Source: an optimization exercise on an open RTL-to-GDS flow (aim: a short achievable clock period and few clock cycles). Production flows keep margins and buffers that such runs may drop. Only simulation tests tie the RTL to the original design; equivalence was not proved. Power and IR drop assume default switching activity.

File: flow/config.mk
export PLATFORM = sky130hd
export DESIGN_NAME = RV32Core
export DESIGN_NICKNAME = RV32Core
export VERILOG_FILES = /design/flow/design.v
export SDC_FILE = /design/flow/constraint.sdc
export NUM_CORES = 8
export LEC_CHECK = 0
export CAP_MARGIN = 20
export CORE_MARGIN = 2
export CORE_UTILIZATION = 50
export PLACE_DENSITY = 0.65
export SLEW_MARGIN = 20
export SYNTH_HIERARCHICAL = 1
File: flow/constraint.sdc
create_clock -name core_clock -period 10.0 [get_ports {CPU_CLK}]
set_input_delay 2.0000 -clock core_clock [delete_from_list [all_inputs] [get_ports {CPU_CLK}]]
set_output_delay 2.0000 -clock core_clock [all_outputs]
set_load 0.01 [all_outputs]
File: flow/design.v
`timescale 1ns / 1ps
`timescale 1ns / 1ps
module Adder32(
    input wire [31:0] a, b,
    output wire [31:0] s
    );
    assign s = a + b;
endmodule
module Sub32(
    input wire [31:0] a, b,
    output wire [31:0] d
    );
    assign d = a - b;
endmodule
module Shifter(
    input wire [31:0] a,
    input wire [4:0] sh,
    input wire s_sll, s_srl, s_sra,
    output wire [31:0] q
    );
    wire [31:0] shl = a << sh;
    wire [31:0] shr = a >> sh;
    wire [31:0] sra = $signed(a) >>> sh;
    assign q = ({32{s_sll}} & shl) | ({32{s_srl}} & shr) | ({32{s_sra}} & sra);
endmodule
module SetLess(
    input wire [31:0] a, b,
    input wire s_slt, s_sltu,
    output wire q
    );
    assign q = (s_slt & ($signed(a) < $signed(b))) | (s_sltu & (a < b));
endmodule
module ResultSel(
    input wire [31:0] diff, shift, logic_r, pre,
    input wire slt,
    input wire s_sub, s_pre,
    output wire [31:0] rest
    );
    assign rest = ({32{s_sub}} & diff) | shift | logic_r | ({32{s_pre}} & pre) | {31'd0, slt};
endmodule
module ALU(
    input wire [31:0] aA, oA, a, o2,
    input wire [31:0] pre,        
    input wire s_add, s_sub, s_sll, s_srl, s_sra, s_slt, s_sltu, s_xor, s_or, s_and,
               s_pre,
    output wire [31:0] sum,       
    output wire [31:0] sum2,      
    output wire [31:0] rest       
    );
    wire [31:0] diff, shift;
    wire slt;
    Adder32 add(.a(aA), .b(oA), .s(sum));
    Adder32 add2(.a(aA), .b(oA), .s(sum2));
    Sub32 sub(.a(aA), .b(oA), .d(diff));
    Shifter shu(.a(a), .sh(o2[4:0]), .s_sll(s_sll), .s_srl(s_srl), .s_sra(s_sra), .q(shift));
    SetLess slu(.a(a), .b(o2), .s_slt(s_slt), .s_sltu(s_sltu), .q(slt));
    wire [31:0] logic_r = ({32{s_xor}} & (a ^ o2)) | ({32{s_or}} & (a | o2)) | ({32{s_and}} & (a & o2));
    ResultSel rsel(.diff(diff), .shift(shift), .logic_r(logic_r), .pre(pre), .slt(slt),
                   .s_sub(s_sub), .s_pre(s_pre), .rest(rest));
endmodule
`timescale 1ns / 1ps
module BranchDecisionMaking(
    input wire [2:0] f3,
    input wire [31:0] a, b,
    output reg taken
    );
    wire beq = a == b;
    wire blt = $signed(a) < $signed(b);
    wire bltu = a < b;
    always @(*) begin
        case (f3)
            3'd0: taken = beq;
            3'd1: taken = !beq;
            3'd4: taken = blt;
            3'd5: taken = !blt;
            3'd6: taken = bltu;
            default: taken = !bltu;
        endcase
    end
endmodule
`timescale 1ns / 1ps
module DataExt(
    input wire [31:0] rd,
    input wire [2:0] f3,
    input wire [1:0] a,
    input wire ld,
    input wire [31:0] res,
    output wire [31:0] wdata
    );
    reg [31:0] ldv;
    always @(*) begin
        case (f3)
            3'd0: case (a)
                    2'd0: ldv = {{24{rd[7]}}, rd[7:0]};
                    2'd1: ldv = {{24{rd[15]}}, rd[15:8]};
                    2'd2: ldv = {{24{rd[23]}}, rd[23:16]};
                    default: ldv = {{24{rd[31]}}, rd[31:24]};
                  endcase
            3'd1: ldv = a[1] ? {{16{rd[31]}}, rd[31:16]} : {{16{rd[15]}}, rd[15:0]};
            3'd4: case (a)
                    2'd0: ldv = {24'd0, rd[7:0]};
                    2'd1: ldv = {24'd0, rd[15:8]};
                    2'd2: ldv = {24'd0, rd[23:16]};
                    default: ldv = {24'd0, rd[31:24]};
                  endcase
            3'd5: ldv = a[1] ? {16'd0, rd[31:16]} : {16'd0, rd[15:0]};
            default: ldv = rd;
        endcase
    end
    assign wdata = ld ? ldv : res;
endmodule
`timescale 1ns / 1ps
module EXSegReg(
    input wire [31:0] sum, rest, res_m, wdata, rv, imm,
    input wire g_sum, g_rest, g_m, g_w, g_rv, g_imm,
    output wire [31:0] q
    );
    assign q = ({32{g_sum}} & sum) | ({32{g_rest}} & rest) | ({32{g_m}} & res_m) |
               ({32{g_w}} & wdata) | ({32{g_rv}} & rv) | ({32{g_imm}} & imm);
endmodule
`timescale 1ns / 1ps
module HarzardUnit(
    input wire [4:0] rs1, rs2, rd_e, rd_m, rd_w,
    input wire v_d, v_e, wr_e, ld_e, v_m, wr_m, ld_m, wr_w,
    input wire use1, use2,
    output wire stall,
    output wire ga1, ga2, ga3, gar, gb1, gb2, gb3, gbr
    );
    wire d1a = v_e && wr_e && rd_e == rs1;    
    wire d2a = v_m && wr_m && rd_m == rs1;
    wire d3a = wr_w && rd_w == rs1;
    wire d1b = v_e && wr_e && rd_e == rs2;
    wire d2b = v_m && wr_m && rd_m == rs2;
    wire d3b = wr_w && rd_w == rs2;
    wire haz1 = use1 && ((d1a && ld_e) || (!d1a && d2a && ld_m));
    wire haz2 = use2 && ((d1b && ld_e) || (!d1b && d2b && ld_m));
    assign stall = v_d && (haz1 || haz2);
    assign ga1 = d1a;
    assign ga2 = !d1a && d2a;
    assign ga3 = !d1a && !d2a && d3a;
    assign gar = !d1a && !d2a && !d3a;
    assign gb1 = d1b;
    assign gb2 = !d1b && d2b;
    assign gb3 = !d1b && !d2b && d3b;
    assign gbr = !d1b && !d2b && !d3b;
endmodule
`timescale 1ns / 1ps
module IFSegReg(
    input wire taken,
    input wire sel_t, sel_n,           
    input wire [31:0] npc_t, npc_n,    
    input wire stall,
    input wire [31:0] pc_hold,         
    input wire [31:0] npc_ns,          
    output wire [31:0] npc
    );
    wire [31:0] npc_d = stall ? pc_hold : npc_ns;
    assign npc = taken ? (sel_t ? npc_t : npc_d) : (sel_n ? npc_n : npc_d);
endmodule
`timescale 1ns / 1ps
module TargetLo(
    input wire [31:0] pc,           
    input wire [31:0] ir,           
    output wire [9:0] lo,           
    output wire [31:10] imm_hi      
    );
    wire [31:0] imm_j = {{11{ir[31]}}, ir[31], ir[19:12], ir[20], ir[30:21], 1'b0};
    wire [31:0] imm_b = {{19{ir[31]}}, ir[31], ir[7], ir[30:25], ir[11:8], 1'b0};
    wire [31:0] imm = ir[2] ? imm_j : imm_b;
    assign lo = {1'b0, pc[9:1]} + {1'b0, imm[9:1]};
    assign imm_hi = imm[31:10];
endmodule
module NPC_Generator(
    input wire [31:10] pc_hi,
    input wire [31:10] imm_hi,
    input wire [9:0] lo,
    output wire [31:0] tgt
    );
    wire [22:0] hs = {pc_hi, lo[9]} + {imm_hi, lo[9]};
    assign tgt = {hs[22:1], lo[8:0], 1'b0};
endmodule
`timescale 1ns / 1ps
module RegisterFile(
    input wire [32*31-1:0] rf_flat,
    input wire [31:0] oh1, oh2,
    output reg [31:0] rv1, rv2
    );
    integer ri;
    always @(*) begin
        rv1 = 32'd0;
        rv2 = 32'd0;
        for (ri = 1; ri < 32; ri = ri + 1) begin
            rv1 = rv1 | ({32{oh1[ri]}} & rf_flat[32*(ri-1) +: 32]);
            rv2 = rv2 | ({32{oh2[ri]}} & rf_flat[32*(ri-1) +: 32]);
        end
    end
endmodule
`timescale 1ns / 1ps
module RV32Core(
    input wire CPU_CLK,
    input wire CPU_RST,
    output wire [31:0] IMEM_A,
    input wire [31:0] IMEM_RD,
    output wire [31:0] DMEM_A,
    output wire [31:0] DMEM_WD,
    output wire [3:0] DMEM_WE,
    input wire [31:0] DMEM_RD
    );
    wire clk = CPU_CLK;
    wire rst = CPU_RST;
    localparam NBTB = 2;
    reg [31:0] pc_f;           
    reg [31:0] pcn_f;          
    wire [31:0] pcq = ~pcn_f;
    reg        v_i;            
    reg [31:0] pc_i;
    reg        bh_i;           
    reg        skid_v;         
    reg [31:0] skid, skid_pc;
    reg [9:0] skid_lo;
    reg [31:10] skid_ihi;
    reg        skid_bh;
    reg        v_d;
    reg [31:0] pc_d;
    reg        bh_d;
    reg [31:0] oh1, oh2;       
    reg [4:0]  rs1_d, rs2_d, rd_d;
    reg [2:0]  f3_d;
    reg        ld_d, st_d, br_d, jalr_d, jal_d;
    reg        use1_d, use2_d, wr_d, bimm_d, useA_d, useC_d, useS_d, useM_d;
    reg        rdir_d;         
    reg [31:0] imm_d;
    reg [9:0] lo_d;           
    reg [31:10] ihi_d;         
    reg        s_add_d, s_sub_d, s_sll_d, s_srl_d, s_sra_d, s_slt_d, s_sltu_d,
               s_xor_d, s_or_d, s_and_d, s_imm_d, s_pcadd_d, s_pc4_d;
    reg        v_e;
    reg [31:0] pc_e;
    reg [4:0]  rd_e;
    reg        wr_e;           
    reg        ld_e, st_e, br_e, jalr_e, jal_e;
    reg [2:0]  f3_e;
    reg [31:0] imm_e;
    reg [31:0] aA, oA, aC, bC, a, o2;
    reg        s_add, s_sub, s_sll, s_srl, s_sra, s_slt, s_sltu, s_xor, s_or, s_and,
               s_pre;
    reg [31:0] pre_e;          
    reg [31:0] pc4_e;
    reg        pt_e;           
    reg [31:0] sum_m, rest_m;   
    reg        sadd_m;
    reg [31:0] dmem_a_q;
    reg [31:0] dmem_wd_q;
    reg [3:0]  dmem_we_q;
    reg [4:0]  rd_m;
    reg        v_m, wr_m, ld_m;
    reg [2:0]  f3_m;
    reg [31:0] res_w;
    reg [4:0]  rd_w;
    reg        wr_w, ld_w;
    reg [31:1] wen_w;          
    reg [2:0]  f3_w;
    reg [1:0]  a_w;
    reg [31:0] rf [1:31];
    reg [NBTB-1:0] btb_v;
    reg [29:0] btb_tag [0:NBTB-1];
    reg [29:0] btb_tgt [0:NBTB-1];
    reg        btb_ptr;
    assign IMEM_A  = pc_f;
    assign DMEM_A  = dmem_a_q;
    assign DMEM_WD = dmem_wd_q;
    assign DMEM_WE = dmem_we_q;
    reg        btb_hit;
    reg [29:0] btb_t;
    integer bi;
    always @(*) begin
        btb_hit = 1'b0;
        btb_t = 30'd0;
        for (bi = 0; bi < NBTB; bi = bi + 1)
            if (btb_v[bi] && btb_tag[bi] == pcq[31:2]) begin
                btb_hit = 1'b1;
                btb_t = btb_t | btb_tgt[bi];
            end
    end
    wire [31:0] pc_f4 = pcq + 32'd4;
    wire [9:0] lo_i;
    wire [31:10] ihi_i;
    wire [31:0] tgt_d;
    TargetLo tgt_lo(.pc(pc_i), .ir(IMEM_RD), .lo(lo_i), .imm_hi(ihi_i));
    NPC_Generator npc_gen(.pc_hi(pc_d[31:10]), .imm_hi(ihi_d), .lo(lo_d), .tgt(tgt_d));
    wire        src_v   = skid_v | v_i;
    wire [31:0] ir      = skid_v ? skid : IMEM_RD;
    wire [31:0] src_pc  = skid_v ? skid_pc : pc_i;
    wire        src_bh  = skid_v ? skid_bh : bh_i;
    wire [9:0] src_lo  = skid_v ? skid_lo : lo_i;
    wire [31:10] src_ihi = skid_v ? skid_ihi : ihi_i;
    wire [6:0] op = ir[6:0];
    wire [4:0] rd = ir[11:7];
    wire [2:0] f3 = ir[14:12];
    wire [4:0] rs1 = ir[19:15];
    wire [4:0] rs2 = ir[24:20];
    wire       f7b = ir[30];
    wire is_lui   = op == 7'b0110111;
    wire is_auipc = op == 7'b0010111;
    wire is_jal   = op == 7'b1101111;
    wire is_jalr  = op == 7'b1100111;
    wire is_br    = op == 7'b1100011;
    wire is_ld    = op == 7'b0000011;
    wire is_st    = op == 7'b0100011;
    wire is_opi   = op == 7'b0010011;
    wire is_op    = op == 7'b0110011;
    wire [31:0] imm_i = {{20{ir[31]}}, ir[31:20]};
    wire [31:0] imm_s = {{20{ir[31]}}, ir[31:25], ir[11:7]};
    wire [31:0] imm_b = {{19{ir[31]}}, ir[31], ir[7], ir[30:25], ir[11:8], 1'b0};
    wire [31:0] imm_u = {ir[31:12], 12'd0};
    wire [31:0] imm_j = {{11{ir[31]}}, ir[31], ir[19:12], ir[20], ir[30:21], 1'b0};
    reg  [31:0] src_oh1, src_oh2;
    integer oi;
    always @(*) begin
        for (oi = 0; oi < 32; oi = oi + 1) begin
            src_oh1[oi] = rs1 == oi;
            src_oh2[oi] = rs2 == oi;
        end
    end
    wire [31:0] rv1, rv2;
    wire [32*31-1:0] rf_flat;
    genvar gi;
    generate
        for (gi = 1; gi < 32; gi = gi + 1) begin : rff
            assign rf_flat[32*(gi-1) +: 32] = rf[gi];
        end
    endgenerate
    RegisterFile rf_read(.rf_flat(rf_flat), .oh1(oh1), .oh2(oh2), .rv1(rv1), .rv2(rv2));
    wire stall, ga1, ga2, ga3, gar, gb1, gb2, gb3, gbr;
    HarzardUnit hz(.rs1(rs1_d), .rs2(rs2_d), .rd_e(rd_e), .rd_m(rd_m), .rd_w(rd_w),
                   .v_d(v_d), .v_e(v_e), .wr_e(wr_e), .ld_e(ld_e), .v_m(v_m), .wr_m(wr_m),
                   .ld_m(ld_m), .wr_w(wr_w), .use1(use1_d), .use2(use2_d), .stall(stall),
                   .ga1(ga1), .ga2(ga2), .ga3(ga3), .gar(gar), .gb1(gb1), .gb2(gb2), .gb3(gb3), .gbr(gbr));
    wire [31:0] wdata;
    wire [31:0] sum, sum2, pcadd, rest_e;    
    wire [31:0] res_m = sadd_m ? sum_m : rest_m;
    wire [31:0] aA_n, oA_n, aC_n, bC_n, a_n, o2_n;
    EXSegReg opAA(.sum(sum), .rest(rest_e), .res_m(res_m), .wdata(wdata), .rv(rv1), .imm(imm_d),
                  .g_sum(ga1 & useA_d & s_add), .g_rest(ga1 & useA_d & !s_add), .g_m(ga2 & useA_d),
                  .g_w(ga3 & useA_d), .g_rv(gar & useA_d), .g_imm(1'b0), .q(aA_n));
    EXSegReg opOA(.sum(sum), .rest(rest_e), .res_m(res_m), .wdata(wdata), .rv(rv2), .imm(imm_d),
                  .g_sum(gb1 & !bimm_d & useA_d & s_add), .g_rest(gb1 & !bimm_d & useA_d & !s_add),
                  .g_m(gb2 & !bimm_d & useA_d), .g_w(gb3 & !bimm_d & useA_d), .g_rv(gbr & !bimm_d & useA_d),
                  .g_imm(bimm_d & useA_d), .q(oA_n));
    EXSegReg opAC(.sum(sum), .rest(rest_e), .res_m(res_m), .wdata(wdata), .rv(rv1), .imm(imm_d),
                  .g_sum(ga1 & useC_d & s_add), .g_rest(ga1 & useC_d & !s_add), .g_m(ga2 & useC_d),
                  .g_w(ga3 & useC_d), .g_rv(gar & useC_d), .g_imm(1'b0), .q(aC_n));
    EXSegReg opBC(.sum(sum), .rest(rest_e), .res_m(res_m), .wdata(wdata), .rv(rv2), .imm(imm_d),
                  .g_sum(gb1 & useS_d & s_add), .g_rest(gb1 & useS_d & !s_add), .g_m(gb2 & useS_d),
                  .g_w(gb3 & useS_d), .g_rv(gbr & useS_d), .g_imm(1'b0), .q(bC_n));
    EXSegReg opAM(.sum(sum), .rest(rest_e), .res_m(res_m), .wdata(wdata), .rv(rv1), .imm(imm_d),
                  .g_sum(ga1 & useM_d & s_add), .g_rest(ga1 & useM_d & !s_add), .g_m(ga2 & useM_d),
                  .g_w(ga3 & useM_d), .g_rv(gar & useM_d), .g_imm(1'b0), .q(a_n));
    EXSegReg opOM(.sum(sum), .rest(rest_e), .res_m(res_m), .wdata(wdata), .rv(rv2), .imm(imm_d),
                  .g_sum(gb1 & !bimm_d & useM_d & s_add), .g_rest(gb1 & !bimm_d & useM_d & !s_add),
                  .g_m(gb2 & !bimm_d & useM_d), .g_w(gb3 & !bimm_d & useM_d), .g_rv(gbr & !bimm_d & useM_d),
                  .g_imm(bimm_d & useM_d), .q(o2_n));
    wire redir_d = v_d && !bh_d && rdir_d;
    wire [31:0] auipc_d, pc4_d;
    Adder32 addau(.a(pc_d), .b(imm_d), .s(auipc_d));
    assign pc4_d = pc_d + 32'd4;
    wire pt_d = bh_d || redir_d;    
    wire [31:0] b  = bC;
    wire [31:0] pc4 = pc4_e;
    ALU alu(.aA(aA), .oA(oA), .a(a), .o2(o2), .pre(pre_e),
            .s_add(s_add), .s_sub(s_sub), .s_sll(s_sll), .s_srl(s_srl), .s_sra(s_sra),
            .s_slt(s_slt), .s_sltu(s_sltu), .s_xor(s_xor), .s_or(s_or), .s_and(s_and),
            .s_pre(s_pre), .sum(sum), .sum2(sum2), .rest(rest_e));
    Adder32 addpc(.a(pc_e), .b(imm_e), .s(pcadd));    
    wire taken;
    BranchDecisionMaking bdm(.f3(f3_e), .a(aC), .b(bC), .taken(taken));
    wire act = br_e ? taken : jal_e;          
    reg        jp_v;
    reg [31:0] jp_t;
    wire ve = v_e && !jp_v;                   
    wire misp = jp_v || (ve && (jalr_e || act != pt_e));
    reg [3:0] we_e;
    reg [31:0] wd_e;
    always @(*) begin
        case (f3_e[1:0])
            2'd0: begin we_e = 4'b0001 << sum2[1:0]; wd_e = {4{b[7:0]}}; end
            2'd1: begin we_e = sum2[1] ? 4'b1100 : 4'b0011; wd_e = {2{b[15:0]}}; end
            default: begin we_e = 4'b1111; wd_e = b; end
        endcase
        if (!(ve && st_e)) we_e = 4'b0000;
    end
    DataExt dext(.rd(DMEM_RD), .f3(f3_w), .a(a_w), .ld(ld_w), .res(res_w), .wdata(wdata));
    integer wi;
    always @(posedge clk) begin
        for (wi = 1; wi < 32; wi = wi + 1)
            if (rst) rf[wi] <= 32'd0;
            else if (wen_w[wi]) rf[wi] <= wdata;
    end
    wire take_d0 = redir_d && !stall;
    wire take_d = take_d0 && !misp;
    wire [31:0] npc_ns = redir_d ? tgt_d : btb_hit ? {btb_t, 2'b00} : pc_f4;
    wire [31:0] jalr_t = {sum2[31:1], 1'b0};
    wire e_jalr = jp_v;
    wire e_nb = ve && !br_e && !jalr_e;                  
    wire e_jn = e_nb && jal_e && !pt_e;        
    wire e_xp = e_nb && !jal_e && pt_e;        
    wire sel_t = e_jalr | (ve && br_e && !pt_e) | e_jn | e_xp;
    wire sel_n = e_jalr | (ve && br_e && pt_e) | e_jn | e_xp;
    wire [31:0] npc_t = e_jalr ? jp_t : e_xp ? pc4 : pcadd;
    wire [31:0] npc_n = e_jalr ? jp_t : e_jn ? pcadd : pc4;
    wire [31:0] npc;
    IFSegReg npc_sel(.taken(taken), .sel_t(sel_t), .sel_n(sel_n), .npc_t(npc_t), .npc_n(npc_n),
                     .stall(stall), .pc_hold(pcq), .npc_ns(npc_ns), .npc(npc));
    reg btbu_v;
    reg [29:0] btbu_pc, btbu_tgt;
    integer wj;
    always @(posedge clk) begin
        if (rst) begin
            pc_f <= 32'd0;
            pcn_f <= 32'hFFFFFFFF;
            v_i <= 1'b0;
            skid_v <= 1'b0;
            v_d <= 1'b0;
            v_e <= 1'b0;
            v_m <= 1'b0;
            wr_w <= 1'b0;
            wen_w <= 31'd0;
            dmem_we_q <= 4'd0;
            btb_v <= {NBTB{1'b0}};
            btb_ptr <= 1'b0;
            btbu_v <= 1'b0;
            jp_v <= 1'b0;
        end else begin
            pc_f <= npc;
            pcn_f <= ~npc;
            v_i <= !(misp || take_d);
            if (misp || take_d) begin
                v_d <= 1'b0;
                skid_v <= 1'b0;
            end else if (stall) begin
                if (v_i) skid_v <= 1'b1;
            end else begin
                v_d <= src_v;
                skid_v <= 1'b0;
            end
            v_e <= v_d && !stall && !misp;
            v_m <= ve;
            jp_v <= ve && jalr_e;
            dmem_we_q <= we_e;    
            wr_w <= v_m && wr_m;
            for (wj = 1; wj < 32; wj = wj + 1)
                wen_w[wj] <= v_m && wr_m && rd_m == wj;
            btbu_v <= ve && act;
            if (btbu_v) begin : upd
                reg found;
                integer k;
                found = 1'b0;
                for (k = 0; k < NBTB; k = k + 1)
                    if (btb_v[k] && btb_tag[k] == btbu_pc) found = 1'b1;
                if (!found) begin
                    btb_v[btb_ptr] <= 1'b1;
                    btb_ptr <= !btb_ptr;
                end
            end
        end
    end
    always @(posedge clk) begin
        pc_i <= pcq;
        bh_i <= btb_hit;
        if (stall && !skid_v) begin
            skid <= IMEM_RD;
            skid_pc <= pc_i;
            skid_bh <= bh_i;
            skid_lo <= lo_i;
            skid_ihi <= ihi_i;
        end
        if (!stall) begin
            pc_d <= src_pc;
            bh_d <= src_bh;
            lo_d <= src_lo;
            ihi_d <= src_ihi;
            oh1 <= src_oh1;
            oh2 <= src_oh2;
            rs1_d <= rs1;
            rs2_d <= rs2;
            rd_d <= rd;
            f3_d <= f3;
            ld_d <= is_ld;
            st_d <= is_st;
            br_d <= is_br;
            jalr_d <= is_jalr;
            jal_d <= is_jal;
            use1_d <= is_jalr | is_br | is_ld | is_st | is_opi | is_op;
            use2_d <= is_br | is_st | is_op;
            wr_d <= (is_lui | is_auipc | is_jal | is_jalr | is_ld | is_opi | is_op) && rd != 5'd0;
            bimm_d <= !(is_op || is_br);
            useA_d <= is_ld | is_st | is_jalr | ((is_op | is_opi) & f3 == 3'd0);   
            useC_d <= is_br;                                                       
            useS_d <= is_br | is_st;                                               
            useM_d <= (is_op | is_opi) & f3 != 3'd0;                               
            rdir_d <= is_jal || (is_br && ir[31]);
            imm_d <= is_st ? imm_s : is_br ? imm_b : (is_lui | is_auipc) ? imm_u : is_jal ? imm_j : imm_i;
            s_add_d  <= (is_op && f3 == 3'd0 && !f7b) || (is_opi && f3 == 3'd0);
            s_sub_d  <= is_op && f3 == 3'd0 && f7b;
            s_sll_d  <= (is_op || is_opi) && f3 == 3'd1;
            s_slt_d  <= (is_op || is_opi) && f3 == 3'd2;
            s_sltu_d <= (is_op || is_opi) && f3 == 3'd3;
            s_xor_d  <= (is_op || is_opi) && f3 == 3'd4;
            s_srl_d  <= (is_op || is_opi) && f3 == 3'd5 && !f7b;
            s_sra_d  <= (is_op || is_opi) && f3 == 3'd5 && f7b;
            s_or_d   <= (is_op || is_opi) && f3 == 3'd6;
            s_and_d  <= (is_op || is_opi) && f3 == 3'd7;
            s_imm_d  <= is_lui;
            s_pcadd_d <= is_auipc;
            s_pc4_d  <= is_jal || is_jalr;
        end
        pc_e <= pc_d;
        rd_e <= rd_d;
        wr_e <= wr_d;
        ld_e <= ld_d;
        st_e <= st_d;
        br_e <= br_d;
        jalr_e <= jalr_d;
        jal_e <= jal_d;
        f3_e <= f3_d;
        imm_e <= imm_d;
        aA <= aA_n;
        oA <= oA_n;
        aC <= aC_n;
        bC <= bC_n;
        a  <= a_n;
        o2 <= o2_n;
        s_add <= s_add_d;
        s_sub <= s_sub_d;
        s_sll <= s_sll_d;
        s_srl <= s_srl_d;
        s_sra <= s_sra_d;
        s_slt <= s_slt_d;
        s_sltu <= s_sltu_d;
        s_xor <= s_xor_d;
        s_or <= s_or_d;
        s_and <= s_and_d;
        s_pre <= s_imm_d | s_pcadd_d | s_pc4_d;
        pre_e <= s_imm_d ? imm_d : s_pcadd_d ? auipc_d : pc4_d;
        pc4_e <= pc4_d;
        pt_e <= pt_d;
        sum_m <= sum2;
        rest_m <= rest_e;
        sadd_m <= s_add;
        dmem_a_q <= sum2;
        dmem_wd_q <= wd_e;
        rd_m <= rd_e;
        wr_m <= wr_e;
        ld_m <= ld_e;
        f3_m <= f3_e;
        res_w <= res_m;
        rd_w <= rd_m;
        ld_w <= ld_m;
        f3_w <= f3_m;
        a_w <= dmem_a_q[1:0];
        jp_t <= jalr_t;
        btbu_pc <= pc_e[31:2];
        btbu_tgt <= pcadd[31:2];
        if (btbu_v && !rst) begin : upd2
            reg found;
            integer k;
            found = 1'b0;
            for (k = 0; k < NBTB; k = k + 1)
                if (btb_v[k] && btb_tag[k] == btbu_pc) found = 1'b1;
            if (!found) begin
                btb_tag[btb_ptr] <= btbu_pc;
                btb_tgt[btb_ptr] <= btbu_tgt;
            end
        end
    end
endmodule
File: flow/flow/run.sh
#!/bin/bash
set -euo pipefail
MARGIN=${MARGIN:-6.8}
bash standard.sh SETUP_SLACK_MARGIN=$MARGIN finish > standard_flow.log 2>&1
File: flow/standard.sh
#!/bin/bash
# synth_recipe.tcl (not shown) runs the flow's synth.tcl, then flattens the netlist and writes it again
# the make line also repeats each setting of config.mk as NAME=value (left out here)
make -C /OpenROAD-flow-scripts/flow DESIGN_CONFIG=/design/flow/config.mk WORK_HOME=/design/flow/orfs CLKGATE_MAP_FILE= SYNTH_SCRIPT=/design/flow/synth_recipe.tcl "${@:-finish}"
==> impl_metrics.csv <==
group,metric,value,unit
critical_path,slowest_stage,"dfxtp_4",
clocking,holdBufCountCts,0,
drt,antenna_left,0,
die,rows,170,
place,globalplace.congestion,0.999,
pwr,power_density,151,nW/um2
critical_path,path_cells,"buf_6",
sta,rsz0062_at_grt,"true",
die,core_area,215000,um2
critical_path,cp-end-kind,"output port",
global_route,grt_pass1_vias,90103,
sta,tns,0,ns
yosys,synth_cells,11105,
die,die_w,469,um
die,boundaryPins,166,
flow_run,maxCapViolCount,0,
clocking,clk_pin_slew_worst_paths,0.06,ns
pwr,p_leak,45.7,nW
pwr,power,19.0,mW
sta,max_freq,0.288,GHz
global_route,grt_usage,0.394,
critical_path,max_stage_delay,0.43,ns
clocking,cts_tree,"done",
clocking,clock-root-buffer,"clkbuf_16",
drt,drc,0,
cells_and_area,drive_gt1_frac,0.185,
critical_path,crit_buf_inv,1,
place,hpwl,294000,um
sta,tightest_slew,1.12,ns
sta,min_period,3.48,ns
cells_and_area,fin_util,0.585,
sta,relSlewSlack,0.250,
critical_path,path_class,"flop to output port",
critical_path,crit_family,"flip-flops",
drt,drt_pass1_iterations,11,
sta,post-route-period-util,0.348,
clocking,clk_latency,0.94,ns
min_path,hold_class,"flop to flop",
sta,skew,0.0444,ns
yosys,ys_warn_count,11,
critical_path,critPathArrivalTime,1.48,ns
drt,via_count,96801,
die,die_y,469,um
die,dieArea,220000,um2
drt,drtIter0Drc,15046,
yosys,syn_area,108000,um2
clocking,cts_max_level,4,
cells_and_area,area_growth,16.3,%
drt,drt-wirelength-per-cell,32.3,um
global_route,grt_max_degree,186,
global_route,overflow,0,
global_route,antenna_found_initial,36,
drt,wirelength,458000,um
sta,drv_slew,0,
cells_and_area,layout.nets,11509,
critical_path,path_max_fanout,2,
critical_path,cp.required,8.00,ns
run_status,status,"timing/DRC/antenna clean",
clocking,clock-sinks,2109,
clocking,cts_buffers,221,
sta,setup_viol,0,
drt,vias_per_cell,6.84,
pwr,vdd_ir_drop_max,0.000172,V
clocking,clk_path_buf_depth,3,
place,port_buffers,165,
yosys,synth_area_per_cell,9.72,um2
critical_path,cp-start-kind,"flop",
global_route,grt_pass1_wl,637000,um
die,start_util,0.503,
sta,finalHoldViolCount,0,
[where the power goes]
part           switching [mW]  internal, mW
combinational           0.975         0.569
clock                    3.73          4.74
sequential              0.194          8.80
[worst register-to-register path: stages (launching register included)]
cell	delay, ns
dfxtp_2	0.33
buf_6	0.10
inv_4	0.03
ha_4	0.16
fa_2	0.37
nor2b_4	0.16
o2111ai_4	0.19
a211oi_2	0.22
buf_4	0.18
o211ai_1	0.18
nand4_1	0.24
nand3_1	0.12
a31oi_1	0.25
xor2_1	0.22
nand2_1	0.15
nand2_4	0.22
a22oi_1	0.10
nand3_1	0.17
[per-layer routing]
| layer | track usage | vias up | part of all wire |
|---|---|---|---|
| met5 | 0 | - | 0.00034 |
| met4 | 0.262 | 22 | 0.080 |
| met3 | 0.108 | 1717 | 0.12 |
| met2 | 0.588 | 6779 | 0.42 |
| met1 | 0.498 | 47045 | 0.37 |
| li1 | - | 41238 | - |
[stage by stage]
step                worst slack, ns  instance area (um2)  cells  hold WS (ns)
finish                         6.52               126000  14157         0.328
global route                   6.50               126000  14150         0.329
CTS                            6.50               122000  13978         0.326
detailed placement             4.98               111000  13404         0.312
global placement               4.96               111000  13402         0.311
floorplan                     0.511               109000  11124         0.310
[cell type report]
| type | count | area, um2 |
|---|---|---|
| inverter | 305 | 1170 |
| timing repair buffer | 663 | 6760 |
| tap | 2838 | 3550 |
| multi-input combinational | 7821 | 59600 |
| clock buffer | 313 | 6320 |
| sequential | 2109 | 46900 |
| fill | 17989 | 89100 |
| antenna | 9 | 22.5 |
| timing repair inverter | 1 | 7.51 |
| clock inverter | 98 | 1120 |
[flip-flops by register name, summed over array words and instances (netlist names), 32 cells and up]
| name | cells |
|---|---|
| rf | 992 |
| pc4_e | 32 |
| res_w | 32 |
| btb_tag | 60 |
| pcn_f | 32 |
| pc_f | 32 |
| aA | 32 |
| bC | 32 |
| aC | 32 |
| o2 | 32 |
| a | 32 |
| pc_i | 32 |
| pre_e | 32 |
| dmem_wd_q | 32 |
| pc_d | 32 |
| rest_m | 32 |
| imm_e | 32 |
| skid | 32 |
| skid_pc | 32 |
| btb_tgt | 60 |
| imm_d | 32 |
| oA | 32 |
[cells in the final DEF (no fill, tap or decap), drive strengths merged, types with 248 or more instances in the layout]
cell type,n
nand2,517
nand3,423
clkbuf,336
dfxtp,1689
a22oi,1391
a21oi,285
buf,578
nor2,1388
o21ai,248
inv,311
ha,314
mux2i,1141
xnor2,249
edfxtp,420
[what timing repair did]
| item | CTS | global route |
|---|---|---|
| buffers inserted | 139 | 145 |
| pin swaps | 95 | 170 |
| endpoints found under the setup margin | 1780 | 1211 |
| cloned | 24 | 25 |
| gates resized for setup | 933 | 498 |
[path summary, 6_finish.rpt]
check	start	to	slack, ns	depth (start not counted)
min	pc_e[14]	btbu_pc[12]	0.33	0
max reg2reg	aA[0]	o2[28]	6.57	17
min reg2reg	pc_e[14]	btbu_pc[12]	0.33	0
max	dmem_a_q[10]	DMEM_A[10]	6.52	1
Testbench counts, summed over its fixed seeds: cycles 229,130.

## separate check: timing with driven ports
The results above use ideal ports. As a check the final layout listed here was re-extracted and re-timed, cells and wires unchanged.
Step 1, drivers: a clkbuf_16 drives CPU_CLK and a buf_2 each remaining input, both assumed.
Step 2 times the ports against the registers' clock, not the clock port: input delays grow and output delays shrink by t, the midpoint of the rising clock arrivals with the driver on.
Three values: ideal, step 1, step 2; two values: the first two.
t (ns): 1.004
setup WS [ns]: 6.524 / 6.442 / 5.725
worst hold slack (ns): 0.328 / 0.328 / 0.328
worst data-port slew with drivers (ns): 0.13
pins driven straight from the clock port: 1
After both steps setup and hold are still met in this run. For this run, drivers alone change the setup slack by -0.082 ns; drivers and shift together by -0.799 ns.
